Source: an optimization exercise on an open RTL-to-GDS flow (aim: small area). Production flows keep margins and buffers that such runs may drop.
The RTL was checked by simulation tests, not by an equivalence proof against the original design.
The flow treats the clock pin as an ideal source. Dropping or thinning the clock tree relies on that and would not hold on a real chip.
No activity file was given, so power comes from the tool's default toggle rates.

## ir_encoder
module ir_encoder (
    input wire rst,         
    input wire clk,         
    input wire [31:0] cmd,  
    input wire valid,       
    output reg ready,       
    output reg ir_output    
);
localparam [8:0] CC_P = 9'h155;    
localparam [8:0] CC_E = 9'h1d9;    
localparam [8:0] CC_K = 9'h1db;    
reg  [8:0] ccq;
reg        car;
wire [8:0] cc     = ccq ^ CC_P;
wire       cc_end = ((cc ^ CC_E) & CC_K) == 9'd0;
always @(posedge clk or posedge rst) begin
    if (rst) begin
        ccq <= 9'd0;
        car <= 1'b0;
    end else begin
        ccq <= cc_end ? 9'd0 : ({cc[7:0], cc[8] ^ cc[4]} ^ CC_P);
        if (cc_end) car <= ~car;
    end
end
localparam [16:0] M_P  = 17'h15555;   
localparam [16:0] M_S0 = 17'd69568;
localparam [16:0] E_START = 17'd92158, K_START = 17'h1bfff;  
localparam [16:0] E_SHORT = 17'd5462,  K_SHORT = 17'h1db1e;  
localparam [16:0] E_LONG  = 17'd99312, K_LONG  = 17'h1dbbf;  
localparam [16:0] E_GAP   = 17'd50310, K_GAP   = 17'h1ddef;  
reg  [16:0] mq;
wire [16:0] m = mq ^ M_P;
reg        mod, st, gap;
reg [32:0] q;                    
wire last  = &q[32:1];           
wire bitv  = ~q[0] & ~last;
wire jdone = q[3] & ~q[2];       
wire t_start = ((m ^ E_START) & K_START) == 17'd0;
wire t_short = ((m ^ E_SHORT) & K_SHORT) == 17'd0;
wire t_long  = ((m ^ E_LONG)  & K_LONG)  == 17'd0;
wire t_gap   = ((m ^ E_GAP)   & K_GAP)   == 17'd0;
wire t  = st ? t_start : gap ? t_gap : (mod | ~bitv) ? t_short : t_long;
wire sh = t & ~mod & ~st;        
wire        sa     = ~ready & sh;
wire        ho     = ~ready & ~sh;
wire [32:0] q_sh   = {~(gap & q[0]), q[32:1]};
wire        nready = ~ready;
wire [32:0] q_nx;
genvar i;
generate
    for (i = 0; i < 33; i = i + 1) begin : g_r
        ir_encoder_rbit u_rbit (
  ...
Size: roughly 220 cells after synthesis, ~37 I/O pins, ~2400 um2 of cells after synthesis.
clock: 40.0 ns
lec_check: 0
cap_margin: 20
core_margin: 2
core_utilization: 40
place_density: 0.6
slew_margin: 20
synth_hierarchical: 1
standard.sh (not shown) runs the stock make flow with config.mk's settings and CLKGATE_MAP_FILE= SYNTH_SCRIPT=/design/flow/synth_recipe.tcl, a recipe that flattens the netlist after the stock synthesis.
==> flow/flow/run.sh <==
#!/bin/bash
set -euo pipefail
export BUFFER_PORTS_ARGS="-buffer_cell sky130_fd_sc_hd__buf_1"
export CTS_ARGS="-sink_clustering_enable -repair_clock_nets -dont_use_dummy_load -buf_list {sky130_fd_sc_hd__clkbuf_2 sky130_fd_sc_hd__clkbuf_4} -root_buf sky130_fd_sc_hd__clkbuf_4"
bash standard.sh > standard.log 2>&1
Next try:
==> flow/run.sh (new file) <==
#!/bin/bash
# synth_recipe.tcl (not shown) runs the flow's synth.tcl, then flattens the netlist and writes it again
# the make line also repeats each setting of config.mk as NAME=value (left out here)
make -C /OpenROAD-flow-scripts/flow DESIGN_CONFIG=/design/flow/config.mk WORK_HOME=/design/flow/orfs CLKGATE_MAP_FILE= SYNTH_SCRIPT=/design/flow/synth_recipe.tcl finish
removed: flow/flow/run.sh
removed: flow/standard.sh
The new run finished clean.
Setup slack is worse by 360 ps.
Design area increases by 11%.
Synthesized cell count stays the same.
Total power increases by 19%.
Via count increases by 0.61%.
Die area does not change.
Next try:
==> flow/flow/run.sh (new file) <==
#!/bin/bash
set -euo pipefail
here=$(pwd)
export PRE_FLOORPLAN_TCL="$here/flow/downsize.tcl"
export REMOVE_ABC_BUFFERS=1
export BUFFER_PORTS_ARGS="-buffer_cell sky130_fd_sc_hd__buf_1"
export CTS_ARGS="-sink_clustering_enable -repair_clock_nets -dont_use_dummy_load -buf_list {sky130_fd_sc_hd__clkbuf_2 sky130_fd_sc_hd__clkbuf_4} -root_buf sky130_fd_sc_hd__clkbuf_4"
bash standard.sh > standard.log 2>&1
==> flow/flow/downsize.tcl (new file) <==
# PRE_FLOORPLAN hook: give every combinational cell from synthesis the
# smallest-area drive strength of its type; repair_design later sizes up
# whatever then needs it. Registers keep their cell types.
set db [ord::get_db]
set block [ord::get_db_block]
set nswap 0
foreach inst [$block getInsts] {
  set master [$inst getMaster]
  set name [$master getName]
  if {![regexp {^(sky130_fd_sc_hd__[a-z0-9]+)_([0-9]+)$} $name -> base drive]} { continue }
  if {[regexp {__(df|edf|sdf|sedf|dl|conb|tap|fill|decap|diode)} $name]} { continue }
  set best $master
  set best_area [expr {[$master getWidth] * [$master getHeight]}]
  foreach d {0 1 2 3 4 6 8 12 16} {
    set cand [$db findMaster "${base}_$d"]
    if {$cand eq "NULL" || $cand eq ""} { continue }
    if {[lsearch -exact $::env(DONT_USE_CELLS) [$cand getName]] >= 0} { continue }
    set a [expr {[$cand getWidth] * [$cand getHeight]}]
    if {$a < $best_area} {
      # same pin names
      set ok 1
      foreach mt [$master getMTerms] { if {[$cand findMTerm [$mt getName]] eq "NULL"} { set ok 0 } }
      if {$ok} { set best $cand; set best_area $a }
    }
  }
  if {$best ne $master} {
    $inst swapMaster $best
    incr nswap
  }
}
puts "downsize.tcl: swapped $nswap cells to smaller drive strengths"
==> flow/standard.sh (new file) <==
#!/bin/bash
# synth_recipe.tcl (not shown) runs the flow's synth.tcl, then flattens the netlist and writes it again
# the make line also repeats each setting of config.mk as NAME=value (left out here)
make -C /OpenROAD-flow-scripts/flow DESIGN_CONFIG=/design/flow/config.mk WORK_HOME=/design/flow/orfs CLKGATE_MAP_FILE= SYNTH_SCRIPT=/design/flow/synth_recipe.tcl "${@:-finish}"
removed: flow/run.sh
Effect:
- sequential share of layout area goes up by 6.8 points
- register-to-register slack loses 270 ps
- first-iteration DRC count goes down by 15%
- worst setup slack gains 380 ps
- clock skew goes up by 16 ps
- total power goes down by 16%
- cell area goes down by 13%
- hold slack loses 11 ps


Another version of the RTL of ir_encoder (not shown whole).
For scale: roughly 250 cells after synthesis, ~37 I/O pins, about 2900 um2 of cells after synthesis.
clock: 40.0 ns
lec_check: 0
cap_margin: 20
core_margin: 2
core_utilization: 40
place_density: 0.6
slew_margin: 20
==> flow/flow/run.sh <==
#!/bin/bash
set -euo pipefail
export BUFFER_PORTS_ARGS="-buffer_cell sky130_fd_sc_hd__buf_1"
export CTS_ARGS="-sink_clustering_enable -repair_clock_nets -dont_use_dummy_load -buf_list {sky130_fd_sc_hd__clkbuf_2 sky130_fd_sc_hd__clkbuf_4} -root_buf sky130_fd_sc_hd__clkbuf_4"
bash standard.sh > standard.log 2>&1
Next try:
==> flow/run.sh (new file) <==
#!/bin/bash
# synth_recipe.tcl (not shown) runs the flow's synth.tcl, then flattens the netlist and writes it again
# the make line also repeats each setting of config.mk as NAME=value (left out here)
make -C /OpenROAD-flow-scripts/flow DESIGN_CONFIG=/design/flow/config.mk WORK_HOME=/design/flow/orfs CLKGATE_MAP_FILE= SYNTH_SCRIPT=/design/flow/synth_recipe.tcl finish
removed: flow/flow/run.sh
removed: flow/standard.sh
After rerunning: Design area came out higher by about 11%. Combinational power climbs by about 20%. Global-route usage came out higher by 0.92 points. Sequential share of layout area drops by 5.1 points. Synthesized area does not change. Routed wire length climbs by 4.5%. Power is higher by 24%. Register-to-register slack is worse by 0.03 ns. Fmax came out lower by about 4.3%. Setup slack degrades by 0.43 ns.


The RTL this note starts from:
==> flow/design.v <==
module ir_encoder (
    input wire rst,         
    input wire clk,         
    input wire [31:0] cmd,  
    input wire valid,       
    output reg ready,       
    output reg ir_output    
);
localparam [8:0] CC_X = 9'd37;
localparam [8:0] CC_K = 9'h1f6;    
localparam [8:0] CC_R = 9'd75;     
reg  [8:0] cc;
reg        car;
wire       cc_end = ((cc ^ CC_X) & CC_K) == 9'd0;
always @(posedge clk or posedge rst) begin
    if (rst) begin
        cc  <= CC_R;
        car <= 1'b0;
    end else begin
        cc  <= {cc[7:0], cc[8] ^ cc[3] ^ cc_end};
        car <= car ^ cc_end;
    end
end
localparam [16:0] M_P  = 17'h15555;   
localparam [16:0] M_S0 = 17'd69568;
localparam [16:0] E_START = 17'd92158, K_START = 17'h1bfff;  
localparam [16:0] E_SHORT = 17'd5462,  K_SHORT = 17'h1db1e;  
localparam [16:0] E_LONG  = 17'd99312, K_LONG  = 17'h1dbbf;  
localparam [16:0] E_GAP   = 17'd50310, K_GAP   = 17'h1ddef;  
reg  [16:0] mq;
wire [16:0] m = mq ^ M_P;
reg        mod, st, gap;
reg [32:0] q;                    
wire last  = &q[32:1];           
wire bitv  = ~q[0] & ~last;
wire jdone = q[3] & ~q[2];       
wire t_start = ((m ^ E_START) & K_START) == 17'd0;
wire t_short = ((m ^ E_SHORT) & K_SHORT) == 17'd0;
wire t_long  = ((m ^ E_LONG)  & K_LONG)  == 17'd0;
wire t_gap   = ((m ^ E_GAP)   & K_GAP)   == 17'd0;
wire t  = st ? t_start : gap ? t_gap : (mod | ~bitv) ? t_short : t_long;
wire sh = t & ~mod & ~st;        
wire        sa     = ~ready & sh;
wire        ho     = ~ready & ~sh;
wire [32:0] q_sh   = {~(gap & q[0]), q[32:1]};
wire        nready = ~ready;
wire [32:0] q_nx;
genvar i;
generate
    for (i = 0; i < 32; i = i + 1) begin : g_r
        ir_encoder_rbit u_rbit (
            .nready(nready), .sa(sa), .ho(ho),
            .ld(cmd[i]),
            .sh_in(q_sh[i]), .hold_in(q[i]),
            .q_nx(q_nx[i])
        );
    end
endgenerate
assign q_nx[32] = (sa & q_sh[32]) | (ho & q[32]);
always @(posedge clk or posedge rst) begin
    if (rst) begin
        ready     <= 1'b1;
        ir_output <= 1'b0;
    end else begin
        ready     <= ready ? ~valid : (gap & t & jdone);
        ir_output <= mod & car;
    end
end
always @(posedge clk) begin
    mq  <= ((ready | t) ? M_S0 : {m[15:0], m[16] ^ m[2]}) ^ M_P;
    mod <= ready ? valid : (t ? (~mod & ~gap & (st | ~last)) : mod);
    st  <= ready | (st & ~(t & ~mod));
    gap <= ~ready & (gap | (t & ~st & ~mod & last));
    q   <= q_nx;
end
endmodule
module ir_encoder_rbit (
    input  wire nready,
    input  wire sa,
    input  wire ho,
    input  wire ld,
    input  wire sh_in,
    input  wire hold_in,
    output wire q_nx
);
    assign q_nx = ~((nready | ld) & ~((sa & sh_in) | (ho & hold_in)));
endmodule
==> flow/config.mk <==
export PLATFORM = sky130hd
export DESIGN_NAME = ir_encoder
export DESIGN_NICKNAME = ir_encoder
export VERILOG_FILES = /design/flow/design.v
export SDC_FILE = /design/flow/constraint.sdc
export NUM_CORES = 4
export LEC_CHECK = 0
export CAP_MARGIN = 20
export CORE_MARGIN = 2
export CORE_UTILIZATION = 60
export PLACE_DENSITY = 0.8
export SLEW_MARGIN = 20
export SYNTH_HIERARCHICAL = 1
==> flow/constraint.sdc <==
create_clock -name core_clock -period 40.0 [get_ports {clk}]
set_input_delay 8.0000 -clock core_clock [delete_from_list [all_inputs] [get_ports {clk}]]
set_output_delay 8.0000 -clock core_clock [all_outputs]
set_load 0.01 [all_outputs]
==> flow/flow/run.sh <==
#!/bin/bash
set -euo pipefail
here=$(pwd)
export PRE_FLOORPLAN_TCL="$here/flow/downsize.tcl"
export POST_CTS_TCL="$here/flow/post_cts.tcl"
export REMOVE_ABC_BUFFERS=1
export BUFFER_PORTS_ARGS="-buffer_cell sky130_fd_sc_hd__buf_1"
export CTS_ARGS="-sink_clustering_enable -repair_clock_nets -dont_use_dummy_load -buf_list {sky130_fd_sc_hd__clkbuf_2 sky130_fd_sc_hd__clkbuf_4} -root_buf sky130_fd_sc_hd__clkbuf_4"
bash standard.sh > standard.log 2>&1
Other scripts of this flow, unchanged in this note and not shown: flow/flow/downsize.tcl, flow/flow/mytree.tcl, flow/flow/post_cts.tcl
Change:
- CORE_UTILIZATION: 60 -> 40
- PLACE_DENSITY: 0.8 -> 0.6
Result: Maximum frequency hardly moves. Sequential power is about the same. Global-route usage goes down by 6.1 points. Die area increases by 47%. Wire length is higher by 5.0%. Core utilization is lower by 23 points.
Change:
- CAP_MARGIN: 20 -> 0
- SLEW_MARGIN: 20 -> 0
After rerunning:
- wire length does not change
- clock skew stays the same
- total power is unchanged
- final area is unchanged
- maximum frequency stays the same
- cell count stays the same
- synthesized cell count is unchanged
- utilization does not change
- global-route usage is unchanged
- first-iteration DRC count stays the same
No run of this note takes its clock network from TritonCTS; it comes from the design's own scripts or RTL.


// ir_encoder: RTL as listed in full above, without the edits since
export LEC_CHECK = 0
export CAP_MARGIN = 20
export CORE_MARGIN = 2
export CORE_UTILIZATION = 40
export PLACE_DENSITY = 0.6
export SLEW_MARGIN = 20
export SYNTH_HIERARCHICAL = 1
create_clock -name core_clock -period 40.0 [get_ports {clk}]
==> flow/flow/run.sh <==
#!/bin/bash
set -euo pipefail
here=$(pwd)
export PRE_FLOORPLAN_TCL="$here/flow/downsize.tcl"
export REMOVE_ABC_BUFFERS=1
export BUFFER_PORTS_ARGS="-buffer_cell sky130_fd_sc_hd__buf_1"
export CTS_ARGS="-sink_clustering_enable -repair_clock_nets -dont_use_dummy_load -buf_list {sky130_fd_sc_hd__clkbuf_2 sky130_fd_sc_hd__clkbuf_4} -root_buf sky130_fd_sc_hd__clkbuf_4"
bash standard.sh > standard.log 2>&1
==> flow/flow/downsize.tcl <==
# PRE_FLOORPLAN hook: give every combinational cell from synthesis the
# smallest-area drive strength of its type; repair_design later sizes up
# whatever then needs it. Registers keep their cell types.
set db [ord::get_db]
set block [ord::get_db_block]
set nswap 0
foreach inst [$block getInsts] {
  set master [$inst getMaster]
  set name [$master getName]
  if {![regexp {^(sky130_fd_sc_hd__[a-z0-9]+)_([0-9]+)$} $name -> base drive]} { continue }
  if {[regexp {__(df|edf|sdf|sedf|dl|conb|tap|fill|decap|diode)} $name]} { continue }
  set best $master
  set best_area [expr {[$master getWidth] * [$master getHeight]}]
  foreach d {0 1 2 3 4 6 8 12 16} {
    set cand [$db findMaster "${base}_$d"]
    if {$cand eq "NULL" || $cand eq ""} { continue }
    if {[lsearch -exact $::env(DONT_USE_CELLS) [$cand getName]] >= 0} { continue }
    set a [expr {[$cand getWidth] * [$cand getHeight]}]
    if {$a < $best_area} {
      # same pin names
      set ok 1
      foreach mt [$master getMTerms] { if {[$cand findMTerm [$mt getName]] eq "NULL"} { set ok 0 } }
      if {$ok} { set best $cand; set best_area $a }
    }
  }
  if {$best ne $master} {
    $inst swapMaster $best
    incr nswap
  }
}
puts "downsize.tcl: swapped $nswap cells to smaller drive strengths"
==> next run, changes <==
Settings changed: CAP_MARGIN 20 to 0, GPL_TIMING_DRIVEN from default to 0, SLEW_MARGIN 20 to 0.
After rerunning: The new run went through all stages and came out clean. Hold slack improves by 4.7 ps. Cell count went up by 0.30%. Total power went up by 0.59%. Count of clock-buffer cells in the layout is unchanged. Worst setup slack got worse by 30 ps. Global-route usage rose by 0.51 points. Combinational power barely changes. Design area is higher by 1.1%. Utilization came out higher by 0.50 points. Register-to-register slack degrades by 280 ps. Routed wire length climbs by 1.4%.


## rev 12
ir_encoder with an RTL version that a note above also has.
Size in the first run: roughly 250 cells after synthesis, ~37 I/O pins.
Settings: LEC_CHECK=0, CAP_MARGIN=20, CORE_MARGIN=2, CORE_UTILIZATION=40, PLACE_DENSITY=0.6, SLEW_MARGIN=20; clock period 40.0 ns.
==> flow/flow/run.sh <==
#!/bin/bash
set -euo pipefail
export BUFFER_PORTS_ARGS="-buffer_cell sky130_fd_sc_hd__buf_1"
export CTS_ARGS="-sink_clustering_enable -sink_clustering_size 30 -sink_clustering_max_diameter 300 -repair_clock_nets -dont_use_dummy_load -buf_list {sky130_fd_sc_hd__clkbuf_4 sky130_fd_sc_hd__clkbuf_8} -root_buf sky130_fd_sc_hd__clkbuf_4"
bash standard.sh > standard.log 2>&1
For rev 13, these inputs were changed with respect to rev 12:
==> flow/flow/run.sh <==
#!/bin/bash
set -euo pipefail
export BUFFER_PORTS_ARGS="-buffer_cell sky130_fd_sc_hd__buf_1"
export CTS_ARGS="-repair_clock_nets -dont_use_dummy_load -buf_list {sky130_fd_sc_hd__clkbuf_4 sky130_fd_sc_hd__clkbuf_8} -root_buf sky130_fd_sc_hd__clkbuf_4"
bash standard.sh > standard.log 2>&1
Results
- Looking at rev 12 and rev 13, the power is a wash.
- Comparing rev 13 against rev 12, there is no change at all in via count of the routed design.
- On clock transition at the registers of the reported paths, rev 12 and rev 13 are basically level.
- Wire length per cell after detailed routing delta (rev 12 -> rev 13): insignificant
- Fraction of met2 tracks used by global routing came out exactly the same in rev 12 and rev 13.

==> afterwards: timing with drivers on the ports <==
No port has a modelled driver above. Below, the same layouts with a new extraction and two added sets of constraints.
Step 1 sets driving cells, clkbuf_16 on the clock port and buf_2 on the other inputs (assumed; they add their load-dependent delay and slew).
Step 2 adds t to the input delays and takes it off the output delays; t is the mean of the earliest and latest rising clock arrival at the registers after step 1. Input paths then give back, and output paths get back, about the clock's delay inside the block.
Slacks: no drivers / after step 1 / after step 2; pairs: no drivers / after step 1.
| run | t (ns) | setup WS [ns] | worst hold slack (ns) | clock arrival spread, ns | pins driven straight from the clock port |
|---|---|---|---|---|---|
| the first run of note 1 | 0.409 | 30.803 / 30.778 / 31.187 | 0.395 / 0.395 / 0.395 | 0.023 / 0.023 | 1 |
| the second run of note 1 | 0.354 | 30.443 / 30.416 / 30.770 | 0.399 / 0.399 / 0.399 | 0.007 / 0.008 | 1 |
| the third run of note 1 | 0.390 | 30.819 / 30.794 / 31.183 | 0.388 / 0.388 / 0.388 | 0.023 / 0.023 | 1 |
| the first run of note 2 | 0.397 | 30.325 / 30.296 / 30.694 | 0.465 / 0.465 / 0.465 | 0.025 / 0.025 | 1 |
| the second run of note 2 | 0.359 | 29.895 / 29.866 / 30.225 | 0.461 / 0.461 / 0.461 | 0.006 / 0.006 | 1 |
| the first run of note 3 | 0.452 | 30.754 / 30.731 / 31.183 | 0.364 / 0.364 / 0.364 | 0.013 / 0.012 | 1 |
| the second run of note 3 | 0.452 | 30.759 / 30.731 / 31.183 | 0.364 / 0.364 / 0.364 | 0.011 / 0.011 | 1 |
| the third run of note 3 | 0.452 | 30.759 / 30.731 / 31.183 | 0.364 / 0.364 / 0.364 | 0.011 / 0.011 | 1 |
| the first run of note 4 | 0.403 | 30.834 / 30.806 / 31.210 | 0.359 / 0.359 / 0.359 | 0.020 / 0.021 | 1 |
| the second run of note 4 | 0.406 | 30.805 / 30.778 / 31.185 | 0.363 / 0.363 / 0.363 | 0.030 / 0.031 | 1 |
| rev 12 | 0.397 | 30.325 / 30.296 / 30.694 | 0.465 / 0.465 / 0.465 | 0.025 / 0.025 | 1 |
| rev 13 | 0.397 | 30.325 / 30.296 / 30.694 | 0.465 / 0.465 / 0.465 | 0.025 / 0.025 | 1 |
After both steps every run listed still meets setup and hold.
